Background: an optimization exercise with open tools, aiming at small area. Do not read the settings as production practice. Function was checked by simulation only, so behaviour that the tests miss may differ from the original.

==> flow/design.v <==
module cic_integrator( clock, strobe, in_data,  out_data );
parameter WIDTH = 64;
input clock;
input strobe;
input signed [WIDTH-1:0] in_data;
output reg signed [WIDTH-1:0] out_data;
always @(posedge clock)
  if (strobe) out_data <= out_data + in_data;
endmodule
module cic_comb( clock, strobe,  in_data,  out_data );
parameter WIDTH = 64;
input clock;
input strobe;
input signed [WIDTH-1:0] in_data;
output reg signed [WIDTH-1:0] out_data;
reg signed [WIDTH-1:0] prev_data;
always @(posedge clock)  
  if (strobe) 
    begin
    out_data <= in_data - prev_data;
    prev_data <= in_data;
    end
endmodule
/*verilator lint_on WIDTH*/
module cic( rst_all, clock, in_strobe, out_strobe, in_data, out_data );
parameter STAGES = 3;
parameter DECIMATION = 5;
parameter IN_WIDTH = 18;
parameter ACC_WIDTH = 25;  
parameter OUT_WIDTH = 16;  
input rst_all;
input clock;
input in_strobe;
output reg out_strobe;
input signed [IN_WIDTH-1:0] in_data;
output signed [OUT_WIDTH-1:0] out_data;
reg [15:0] sample_no;
always @(posedge clock)
  if (rst_all) begin
    sample_no <= 0;
    out_strobe <= 0;
  end else if (in_strobe) begin
    if (sample_no == (DECIMATION-1))
      begin
      sample_no <= 0;
      out_strobe <= 1;
      end
    else
      begin
      sample_no <= sample_no + 16'd1;
      out_strobe <= 0;
      end
    end
  else
    out_strobe <= 0;
wire signed [ACC_WIDTH-1:0] integrator_data [0:STAGES];
wire signed [ACC_WIDTH-1:0] comb_data [0:STAGES];
assign integrator_data[0] = in_data;
assign comb_data[0] = integrator_data[STAGES];
genvar i;
generate
  for (i=0; i<STAGES; i=i+1)
    begin : cic_stages
    cic_integrator #(ACC_WIDTH) cic_integrator_inst(
      .clock(clock),
      .strobe(in_strobe),
      .in_data(integrator_data[i]),
      .out_data(integrator_data[i+1])
      );
    cic_comb #(ACC_WIDTH) cic_comb_inst(
      .clock(clock),
      .strobe(out_strobe),
      .in_data(comb_data[i]),
      .out_data(comb_data[i+1])
      );
    end
endgenerate
assign out_data = comb_data[STAGES][ACC_WIDTH-1:ACC_WIDTH-OUT_WIDTH] +
  {{(OUT_WIDTH-1){1'b0}}, comb_data[STAGES][ACC_WIDTH-OUT_WIDTH-1]};
endmodule
/*verilator lint_on WIDTH*/
/*verilator lint_off WIDTH*/
module varcic(rst_all, decimation, clock, in_strobe,  out_strobe, in_data, out_data );
  parameter STAGES = 5;
  parameter IN_WIDTH = 18;
  parameter ACC_WIDTH = 45;
  parameter OUT_WIDTH = 18;
  parameter CICRATE = 12;
  input rst_all;
  input [5:0] decimation;
  input clock;
  input in_strobe;
  output reg out_strobe;
  input signed [IN_WIDTH-1:0] in_data;
  output reg signed [OUT_WIDTH-1:0] out_data;
reg [15:0] sample_no;
always @(posedge clock)
  if (rst_all) begin
    sample_no <= 0;
    out_strobe <= 0;
  end else if (in_strobe)
    begin
    if (sample_no == {10'b0,(decimation - 6'h1)})
      begin
      sample_no <= 0;
      out_strobe <= 1;
      end
    else
      begin
      sample_no <= sample_no + 16'd1;
      out_strobe <= 0;
      end
    end
  else
    out_strobe <= 0;
wire signed [ACC_WIDTH-1:0] integrator_data [0:STAGES];
wire signed [ACC_WIDTH-1:0] comb_data [0:STAGES];
assign integrator_data[0] = in_data;
assign comb_data[0] = integrator_data[STAGES];
genvar i;
generate
  for (i=0; i<STAGES; i=i+1)
    begin : cic_stages
    cic_integrator #(ACC_WIDTH) cic_integrator_inst(
      .clock(clock),
      .strobe(in_strobe),
      .in_data(integrator_data[i]),
      .out_data(integrator_data[i+1])
      );
    cic_comb #(ACC_WIDTH) cic_comb_inst(
      .clock(clock),
      .strobe(out_strobe),
      .in_data(comb_data[i]),
      .out_data(comb_data[i+1])
      );
    end
endgenerate
localparam GROWTH2  =  5;
localparam GROWTH4  = 10;
localparam GROWTH8  = 15;
localparam GROWTH16 = 20;
localparam MSB2  =  (IN_WIDTH + GROWTH2)  - 1;           
localparam LSB2  =  (IN_WIDTH + GROWTH2)  - OUT_WIDTH;   
localparam MSB4  =  (IN_WIDTH + GROWTH4)  - 1;            
localparam LSB4  =  (IN_WIDTH + GROWTH4)  - OUT_WIDTH;  
localparam MSB8  =  (IN_WIDTH + GROWTH8)  - 1;           
localparam LSB8  =  (IN_WIDTH + GROWTH8)  - OUT_WIDTH;  
localparam MSB16 =  (IN_WIDTH + GROWTH16) - 1;       
localparam LSB16 =  (IN_WIDTH + GROWTH16) - OUT_WIDTH;
localparam GROWTH3  =  8;
localparam GROWTH6  = 13;
localparam GROWTH12  = 18;
localparam GROWTH24 = 23;
localparam MSB3  =  (IN_WIDTH + GROWTH3)  - 1;           
localparam LSB3  =  (IN_WIDTH + GROWTH3)  - OUT_WIDTH;   
localparam MSB6  =  (IN_WIDTH + GROWTH6)  - 1;            
localparam LSB6  =  (IN_WIDTH + GROWTH6)  - OUT_WIDTH;  
localparam MSB12  =  (IN_WIDTH + GROWTH12)  - 1;           
localparam LSB12  =  (IN_WIDTH + GROWTH12)  - OUT_WIDTH;  
localparam MSB24 =  (IN_WIDTH + GROWTH24) - 1;       
localparam LSB24 =  (IN_WIDTH + GROWTH24) - OUT_WIDTH;
localparam GROWTH5  =  12;
localparam GROWTH10  = 17;
localparam GROWTH20  = 22;
localparam GROWTH40 = 27;
localparam MSB5  =  (IN_WIDTH + GROWTH5)  - 1;           
localparam LSB5  =  (IN_WIDTH + GROWTH5)  - OUT_WIDTH;   
localparam MSB10  =  (IN_WIDTH + GROWTH10)  - 1;            
localparam LSB10  =  (IN_WIDTH + GROWTH10)  - OUT_WIDTH;  
localparam MSB20  =  (IN_WIDTH + GROWTH20)  - 1;           
localparam LSB20  =  (IN_WIDTH + GROWTH20)  - OUT_WIDTH;  
localparam MSB40 =  (IN_WIDTH + GROWTH40) - 1;       
localparam LSB40 =  (IN_WIDTH + GROWTH40) - OUT_WIDTH;
generate
  if (CICRATE == 10)
    always @(posedge clock)
      case (decimation)
         2: out_data <= comb_data[STAGES][MSB2:LSB2]   + comb_data[STAGES][LSB2-1];
         4: out_data <= comb_data[STAGES][MSB4:LSB4]   + comb_data[STAGES][LSB4-1];
         8: out_data <= comb_data[STAGES][MSB8:LSB8]   + comb_data[STAGES][LSB8-1];
        default: out_data <= comb_data[STAGES][MSB16:LSB16] + comb_data[STAGES][LSB16-1];        
      endcase
  else if (CICRATE == 13)
    always @(posedge clock)
      case (decimation)
         2: out_data <= comb_data[STAGES][MSB2:LSB2]   + comb_data[STAGES][LSB2-1];
         4: out_data <= comb_data[STAGES][MSB4:LSB4]   + comb_data[STAGES][LSB4-1];
         8: out_data <= comb_data[STAGES][MSB8:LSB8]   + comb_data[STAGES][LSB8-1];
        default: out_data <= comb_data[STAGES][MSB16:LSB16] + comb_data[STAGES][LSB16-1];        
      endcase
  else if (CICRATE == 5)
    always @(posedge clock)
      case (decimation)
         5: out_data <= comb_data[STAGES][MSB5:LSB5]   + comb_data[STAGES][LSB5-1];
         10: out_data <= comb_data[STAGES][MSB10:LSB10]   + comb_data[STAGES][LSB10-1];
         20: out_data <= comb_data[STAGES][MSB20:LSB20]   + comb_data[STAGES][LSB20-1];
        default: out_data <= comb_data[STAGES][MSB40:LSB40] + comb_data[STAGES][LSB40-1];    
      endcase 
  else
    always @(posedge clock)
      case (decimation)
         3: out_data <= comb_data[STAGES][MSB3:LSB3]   + comb_data[STAGES][LSB3-1];
         6: out_data <= comb_data[STAGES][MSB6:LSB6]   + comb_data[STAGES][LSB6-1];
         12: out_data <= comb_data[STAGES][MSB12:LSB12]   + comb_data[STAGES][LSB12-1];
        default: out_data <= comb_data[STAGES][MSB24:LSB24] + comb_data[STAGES][LSB24-1];        
      endcase
endgenerate    
endmodule
/*verilator lint_on WIDTH*/
module cordic( clock, frequency, in_data, out_data_I, out_data_Q );
parameter IN_WIDTH   = 12;  
parameter EXTRA_BITS = 6;   
localparam WR =  IN_WIDTH + EXTRA_BITS + 1;  
localparam OUT_WIDTH = 18;                   
localparam WZ =  IN_WIDTH + EXTRA_BITS - 1;  
localparam STG = IN_WIDTH + EXTRA_BITS - 2;  
localparam WO = OUT_WIDTH;
localparam WF = 32;  
localparam WP = WF;  
input clock;
input signed [WF-1:0] frequency;
input signed [IN_WIDTH-1:0] in_data;
output signed [WO-1:0] out_data_I;
output signed [WO-1:0] out_data_Q;
localparam WT = 32;
wire signed [WT-1:0] atan_table [1:WT-1];
assign atan_table[01] = 32'b00100101110010000000101000111011;  
assign atan_table[02] = 32'b00010011111101100111000010110111;  
assign atan_table[03] = 32'b00001010001000100010001110101000;  
assign atan_table[04] = 32'b00000101000101100001101010000110;  
assign atan_table[05] = 32'b00000010100010111010111111000011;  
assign atan_table[06] = 32'b00000001010001011110110000111101;  
assign atan_table[07] = 32'b00000000101000101111100010101010;  
assign atan_table[08] = 32'b00000000010100010111110010100111;  
assign atan_table[09] = 32'b00000000001010001011111001011101;  
assign atan_table[10] = 32'b00000000000101000101111100110000;  
assign atan_table[11] = 32'b00000000000010100010111110011000;  
assign atan_table[12] = 32'b00000000000001010001011111001100;  
assign atan_table[13] = 32'b00000000000000101000101111100110;  
assign atan_table[14] = 32'b00000000000000010100010111110011;  
assign atan_table[15] = 32'b00000000000000001010001011111010;  
assign atan_table[16] = 32'b00000000000000000101000101111101;  
assign atan_table[17] = 32'b00000000000000000010100010111110;  
assign atan_table[18] = 32'b00000000000000000001010001011111;  
assign atan_table[19] = 32'b00000000000000000000101000110000;  
assign atan_table[20] = 32'b00000000000000000000010100011000;  
assign atan_table[21] = 32'b00000000000000000000001010001100;  
assign atan_table[22] = 32'b00000000000000000000000101000110;  
assign atan_table[23] = 32'b00000000000000000000000010100011;  
assign atan_table[24] = 32'b00000000000000000000000001010001;  
assign atan_table[25] = 32'b00000000000000000000000000101001;  
assign atan_table[26] = 32'b00000000000000000000000000010100;  
assign atan_table[27] = 32'b00000000000000000000000000001010;  
assign atan_table[28] = 32'b00000000000000000000000000000101;  
assign atan_table[29] = 32'b00000000000000000000000000000011;  
assign atan_table[30] = 32'b00000000000000000000000000000001;  
assign atan_table[31] = 32'b00000000000000000000000000000001;  
reg [WP-1:0] phase;
reg signed [WR-1:0] X [0:STG-1];
reg signed [WR-1:0] Y [0:STG-1];
reg signed [WZ-1:0] Z [0:STG-1];
wire signed [WR-1:0] in_data_ext = {in_data[IN_WIDTH-1], in_data, {EXTRA_BITS{1'b0}}};
wire [1:0] quadrant = phase[WP-1:WP-2];
always @(posedge clock)
  begin
  case (quadrant)
    0: begin X[0] <=  in_data_ext;   Y[0] <=  in_data_ext; end
    1: begin X[0] <= -in_data_ext;   Y[0] <=  in_data_ext; end
    2: begin X[0] <= -in_data_ext;   Y[0] <= -in_data_ext; end
    3: begin X[0] <=  in_data_ext;   Y[0] <= -in_data_ext; end
  endcase
  Z[0] <= {~phase[WP-3], ~phase[WP-3], phase[WP-4:WP-WZ-1]};
  if (frequency == 1'b0)
    phase <= 1'b0;
  else
    phase <= phase + frequency;
  end
genvar n;
generate
  for (n=0; n<=(STG-2); n=n+1)
    begin : stages
    wire signed [WR-1:0] X_shr = {{(n+1){X[n][WR-1]}}, X[n][WR-1:n+1]};
    wire signed [WR-1:0] Y_shr = {{(n+1){Y[n][WR-1]}}, Y[n][WR-1:n+1]};
    wire [WZ-2-n:0] atan = atan_table[n+1][WT-2-n:WT-WZ] + atan_table[n+1][WT-WZ-1];
    wire Z_sign = Z[n][WZ-1-n];
    always @(posedge clock)
      begin
      X[n+1] <= Z_sign ? X[n] + Y_shr + Y[n][n] : X[n] - Y_shr - Y[n][n];
      Y[n+1] <= Z_sign ? Y[n] - X_shr - X[n][n] : Y[n] + X_shr + X[n][n];
      if (n < STG-2)
        begin : angles
        Z[n+1][WZ-2-n:0] <= Z_sign ? Z[n][WZ-2-n:0] + atan : Z[n][WZ-2-n:0] - atan;
        end
      end
    end
endgenerate
generate
  if (OUT_WIDTH == WR)
    begin
    assign out_data_I = X[STG-1];
    assign out_data_Q = Y[STG-1];
    end
  else
    begin
    reg signed [WR-1:0] rounded_I;
    reg signed [WR-1:0] rounded_Q;
    always @(posedge clock)
      begin
     rounded_I <= X[STG-1][WR-1 :0]
							+ {{(WO){1'b0}},
							X[STG-1][WR-WO],
							{(WR-WO-1){!X[STG-1][WR-WO]}}};
		rounded_Q <= Y[STG-1][WR-1 :0]
							+ {{(WO){1'b0}},
							Y[STG-1][WR-WO],
							{(WR-WO-1){!Y[STG-1][WR-WO]}}};
      end
    assign out_data_I = rounded_I[WR-1:WR-WO];
    assign out_data_Q = rounded_Q[WR-1:WR-WO];
    end
endgenerate
endmodule
module rx_frontend(
  input clk,
  input rst,
  input [5:0] rate,
  input [31:0] frequency,
  input signed [11:0] in_data,
  output out_strobe,
  output signed [15:0] out_I,
  output signed [15:0] out_Q
  );
  localparam CICRATE = 5;
  localparam VARCICWIDTH = (CICRATE == 10) ? 36 : (CICRATE == 13) ? 36 : (CICRATE == 5) ? 43 : 39;
  localparam ACCWIDTH = (CICRATE == 10) ? 28 : (CICRATE == 13) ? 30 : (CICRATE == 5) ? 25 : 27;
  wire signed [17:0] cordic_outdata_I;
  wire signed [17:0] cordic_outdata_Q;
  cordic cordic_inst(
    .clock(clk),
    .in_data(in_data),
    .frequency(frequency),
    .out_data_I(cordic_outdata_I),
    .out_data_Q(cordic_outdata_Q)
    );
  wire decimA_avail;
  wire signed [15:0] decimA_real, decimA_imag;
  cic #(.STAGES(3), .DECIMATION(CICRATE), .IN_WIDTH(18), .ACC_WIDTH(ACCWIDTH), .OUT_WIDTH(16))
    cic_inst_I2(
      .rst_all(rst),
      .clock(clk),
      .in_strobe(1'b1),
      .out_strobe(decimA_avail),
      .in_data(cordic_outdata_I),
      .out_data(decimA_real)
      );
  cic #(.STAGES(3), .DECIMATION(CICRATE), .IN_WIDTH(18), .ACC_WIDTH(ACCWIDTH), .OUT_WIDTH(16))
    cic_inst_Q2(
      .rst_all(rst),
      .clock(clk),
      .in_strobe(1'b1),
      .out_strobe(),
      .in_data(cordic_outdata_Q),
      .out_data(decimA_imag)
      );
  varcic #(.STAGES(5), .IN_WIDTH(16), .ACC_WIDTH(VARCICWIDTH), .OUT_WIDTH(16), .CICRATE(CICRATE))
    varcic_inst_I1(
      .rst_all(rst),
      .clock(clk),
      .in_strobe(decimA_avail),
      .decimation(rate),
      .out_strobe(out_strobe),
      .in_data(decimA_real),
      .out_data(out_I)
      );
  varcic #(.STAGES(5), .IN_WIDTH(16), .ACC_WIDTH(VARCICWIDTH), .OUT_WIDTH(16), .CICRATE(CICRATE))
    varcic_inst_Q1(
      .rst_all(rst),
      .clock(clk),
      .in_strobe(decimA_avail),
      .decimation(rate),
      .out_strobe(),
      .in_data(decimA_imag),
      .out_data(out_Q)
      );
endmodule
==> flow/run.sh <==
#!/bin/bash
# synth_recipe.tcl (not shown) runs the flow's synth.tcl, then flattens the netlist and writes it again
# the make line also repeats each setting of config.mk as NAME=value (left out here)
make -C /OpenROAD-flow-scripts/flow DESIGN_CONFIG=/design/flow/config.mk WORK_HOME=/design/flow/orfs CLKGATE_MAP_FILE= SYNTH_SCRIPT=/design/flow/synth_recipe.tcl finish
==> flow/config.mk <==
export PLATFORM = sky130hd
export DESIGN_NAME = rx_frontend
export DESIGN_NICKNAME = rx_frontend
export VERILOG_FILES = /design/flow/design.v
export SDC_FILE = /design/flow/constraint.sdc
export NUM_CORES = 4
export LEC_CHECK = 0
export CAP_MARGIN = 20
export CORE_MARGIN = 2
export CORE_UTILIZATION = 40
export SLEW_MARGIN = 20
==> flow/constraint.sdc <==
create_clock -name core_clock -period 6.0 [get_ports {clk}]
set_input_delay 1.2000 -clock core_clock [delete_from_list [all_inputs] [get_ports {clk}]]
set_output_delay 1.2000 -clock core_clock [all_outputs]
set_load 0.01 [all_outputs]
==> reports/metrics.yaml <==
sta:
  drv_slew: 0
  tightest_slew_ns: 1.15
  finClkSkew_ns: 0.0598
  fin_setup_tns_ns: 0
  fmax_ghz: 0.214
  rsz0062_at_grt: "false"
  setup_viol: 0
  period_minus_slack_ns: 4.68
  slew-limit-headroom_pct: 23.1
  period_share_pct: 78.0
  hold_viol: 0
setup_path:
  r2r_setup_slack_ns: 1.32
  critPathMaxStageDelay_ns: 0.49
  cp_cell_sequence: "ha_1 > nand4_1 > nor3_1 > nor3b_1 > xor2_2 > buf_4 > ha_1 > a21o_1 > a21oi_1 > o211ai_1 > o21ba_2 > o31ai_1 > nand2_1 > o41ai_1 > a221oi_1 > o21ai_0 > xor2_1"
  worst_ep_arrival_time_ns: 5.37
  start_kind: "flip-flop"
  crit_path_max_fanout: 28
  cp.required_ns: 6.69
  crit_top_cell: "ha_1"
  slowest_stage: "ha_1"
  path_class: "reg2reg"
  end_kind: "flip-flop"
yosys:
  synth_top_family_by_area: "adder cells"
  synth_xor_xnor_area_share_pct: 10.0
  syn_inst: 20900
  synth_compound_area_share_pct: 18.2
  synth_edf_count: 1552
  async_flop_share_pct: 0
  synth-seq-area-share_pct: 34.9
  synth_top_area_share_pct: 24.1
  syn_avg_cell_area_um2: 9.23
  yosysUniqueCellTypes: 85
  synth_area_leaders: "edfxtp_1 24%, ha_1 18%, dfxtp_1 11%"
  ys_ff_latch: 2593
  synth_top_flop_cell: "edfxtp_1"
  synth_mux_area_share_pct: 0.536
  synthAdderAreaFrac_pct: 19.1
  yosys.area.top_type: "edfxtp_1"
  synth_fp_nets: 23800
  synthSimpleGateAreaFrac_pct: 11.5
  synthesis.area_um2: 193000
  yosys_warnings: 10
min_path:
  hold_path_class: "reg2reg"
routing:
  drc: 0
  first_pass_iters: 6
  vias: 142000
  routed_wirelength_mm: 412
  drtAntennaViolNets: 0
  drt_iter0_markers: 6992
  vias_per_cell: 5.13
  wl_per_cell_um: 14.8
layout:
  final_cell_count_no_fill: 27700
  seq_area_um2: 67500
  syn_to_final_growth_pct: 9.91
  post_route_cells_drive_above_1_share_pct: 3.40
  finalNetCount: 24000
  stdcell_area_um2: 212000
  multi_input_area_um2: 115000
  fill_cells: 46400
cts:
  htree_levels: 5
  clock-sinks: 2593
  cts_tree: "done"
  clock_latency_ns: 0.96
  cts_root_buffer: "clkbuf_16"
  hold_buffers: 0
  postCtsResizedCells: 0
  cts_buffers: 317
  clk_pin_slew_ns: 0.07
  cts.path.max_buffers: 4
  cts_setup_buffers: 0
run_status:
  outcome: "complete, no violations"
global_routing:
  track_usage_pct: 16.4
  grt_max_degree: 171
  antenna_found_initial: 1
  grt_pass1_vias: 140000
  grt_pass1_wl_mm: 685
  overflow: 0
place:
  hpwlAfterDp_mm: 318
  place.gp.congestion: 0.868
  postPlaceCellArea_um2: 201000
  dpl.cell_count: 27100
  port_buffers: 84
die:
  initial_core_util_pct: 40.1
  rows: 255
  core_area_um2: 481000
  die_width_um: 699
  pin_count: 85
  die_height_um: 699
  die-area_um2: 488000
job:
  drv_cap: 0
==> registers in the layout, indices dropped and copies added, names as in the netlist, 67 cells and up <==
register / flops
cic_inst_I2.cic_stages.cic_integrator_inst.out_data: 75
varcic_inst_I1.cic_stages.cic_comb_inst.out_data: 204
cic_inst_I2.cic_stages.cic_comb_inst.prev_data: 75
cordic_inst.Z: 147
varcic_inst_Q1.cic_stages.cic_comb_inst.prev_data: 215
varcic_inst_I1.cic_stages.cic_integrator_inst.out_data: 215
varcic_inst_Q1.cic_stages.cic_comb_inst.out_data: 204
cic_inst_I2.cic_stages.cic_comb_inst.out_data: 67
cordic_inst.Y: 290
cic_inst_Q2.cic_stages.cic_integrator_inst.out_data: 75
cic_inst_Q2.cic_stages.cic_comb_inst.out_data: 67
cordic_inst.X: 286
varcic_inst_Q1.cic_stages.cic_integrator_inst.out_data: 215
varcic_inst_I1.cic_stages.cic_comb_inst.prev_data: 215
cic_inst_Q2.cic_stages.cic_comb_inst.prev_data: 75
==> cell type report <==
cell class,instances,share of cell area (%)
Antenna cell,2,0.00236
Clock buffer,405,4.07
Clock inverter,178,1.06
Inverter,2607,4.61
Multi-Input combinational cell,15400,54.0
Sequential cell,2593,31.8
Tap cell,6425,3.79
Timing Repair Buffer,144,0.654
==> cell usage after synthesis, types with 60 or more instances <==
master	n
a21boi_0	105
nand4_1	195
o41ai_1	60
fa_1	144
nor4_1	90
xnor2_1	1506
nand2b_1	251
o211ai_1	106
nand3_1	386
a31oi_1	179
or2_2	60
o31ai_1	107
nor2_1	1341
clkbuf_1	302
nor2b_1	289
o31a_1	71
inv_1	2604
a211o_1	64
o21ai_0	1134
nor3_1	313
nand2_1	1065
edfxtp_1	1552
or3_1	157
mux2i_1	65
o21bai_1	264
o21a_1	201
a21o_1	779
and2_1	94
xor2_1	706
a21oi_1	1931
dfxtp_1	1041
and3_1	196
ha_1	2717
a211oi_1	146
==> placed cells by master (no fill, tap or decap), types with 325 or more instances in the layout <==
master	Yosys	layout
nand2_1	1065	1065
clkbuf_16	0	325
nor2_1	1341	1340
a21o_1	779	779
nand3_1	386	386
a21oi_1	1931	1931
inv_1	2604	2604
dfxtp_1	1041	1027
edfxtp_1	1552	1552
xnor2_1	1506	1506
xor2_1	706	704
o21ai_0	1134	1134
ha_1	2717	2717
==> routing by layer <==
metal  vias to the layer above  share of wire (%)  global-route usage (%)  wire (um)
li1                      74100                  -                       -          -
met1                     65900                 46                    20.9     191000
met4                         0                2.6                    4.33      10700
met5                         -                  0                       0          0
met3                       645                2.8                    1.60      11600
met2                      1669                 48                    29.4     199000
==> cells by family (layout without fill, tap and decap cells) <==
group,after synthesis,in the layout
buffers and inverters,2935,3334
flip-flops,2593,2593
XOR/XNOR,2212,2212
AND/OR/NAND/NOR,4601,4601
other,0,2
adder cells (fa/ha/maj),2861,2861
multiplexers,99,99
AO/OA/AOI/OAI,5606,5606
==> metrics by stage <==
step	utilization (%)	worst slack, ns	hold WS [ns]
5_1_grt	44.1	0.860	0.333
3_3_place_gp	41.8	1.32	0.313
3_5_place_dp	41.8	1.29	0.312
6_report	44.1	1.32	0.317
2_1_floorplan	-	0.232	0.310
4_1_cts	44.0	1.26	0.319
==> critical path, delay by kind of cell, from the launching register on <==
kind | cells | cell delay [ns]
fa+ha+maj | 2 | 0.69
flops | 1 | 0.35
buf+inv | 1 | 0.25
xor+xnor | 2 | 0.19
compound gates | 8 | 1.91
simple gates | 4 | 1.03
==> path summary, 6_finish.rpt <==
check | startpoint | end | depth (start not counted)
max | flip-flop | flip-flop | 17
min reg2reg | cordic_inst.Z[0][0]$_DFF_P_ | cordic_inst.Z[1][0]$_DFF_P_ | 0
max reg2reg | flip-flop | flip-flop | 17
min | cordic_inst.Z[0][0]$_DFF_P_ | cordic_inst.Z[1][0]$_DFF_P_ | 0

what the ideal ports hide:
Ports are ideal in the flow. The routed layout listed here was re-timed in OpenROAD. Step 1 sets driving cells, clkbuf_16 on the clock port and buf_2 on the other inputs (assumed; they add their load-dependent delay and slew). Step 2 adds t to the input delays and takes it off the output delays; t is the mean of the earliest and latest rising clock arrival at the registers after step 1. Input paths then give back, and output paths get back, about the clock's delay inside the block. a / b / c = no drivers / after step 1 / after step 2; a / b = the first two.
t, ns: 1.026
setup WS [ns]: 1.319 / 1.319 / 1.319
worst data-port slew with drivers (ns): 0.05
After both steps this run still meets setup and hold. The setup slack of this run moves by 0.000 ns with the drivers and by 0.000 ns with both steps.
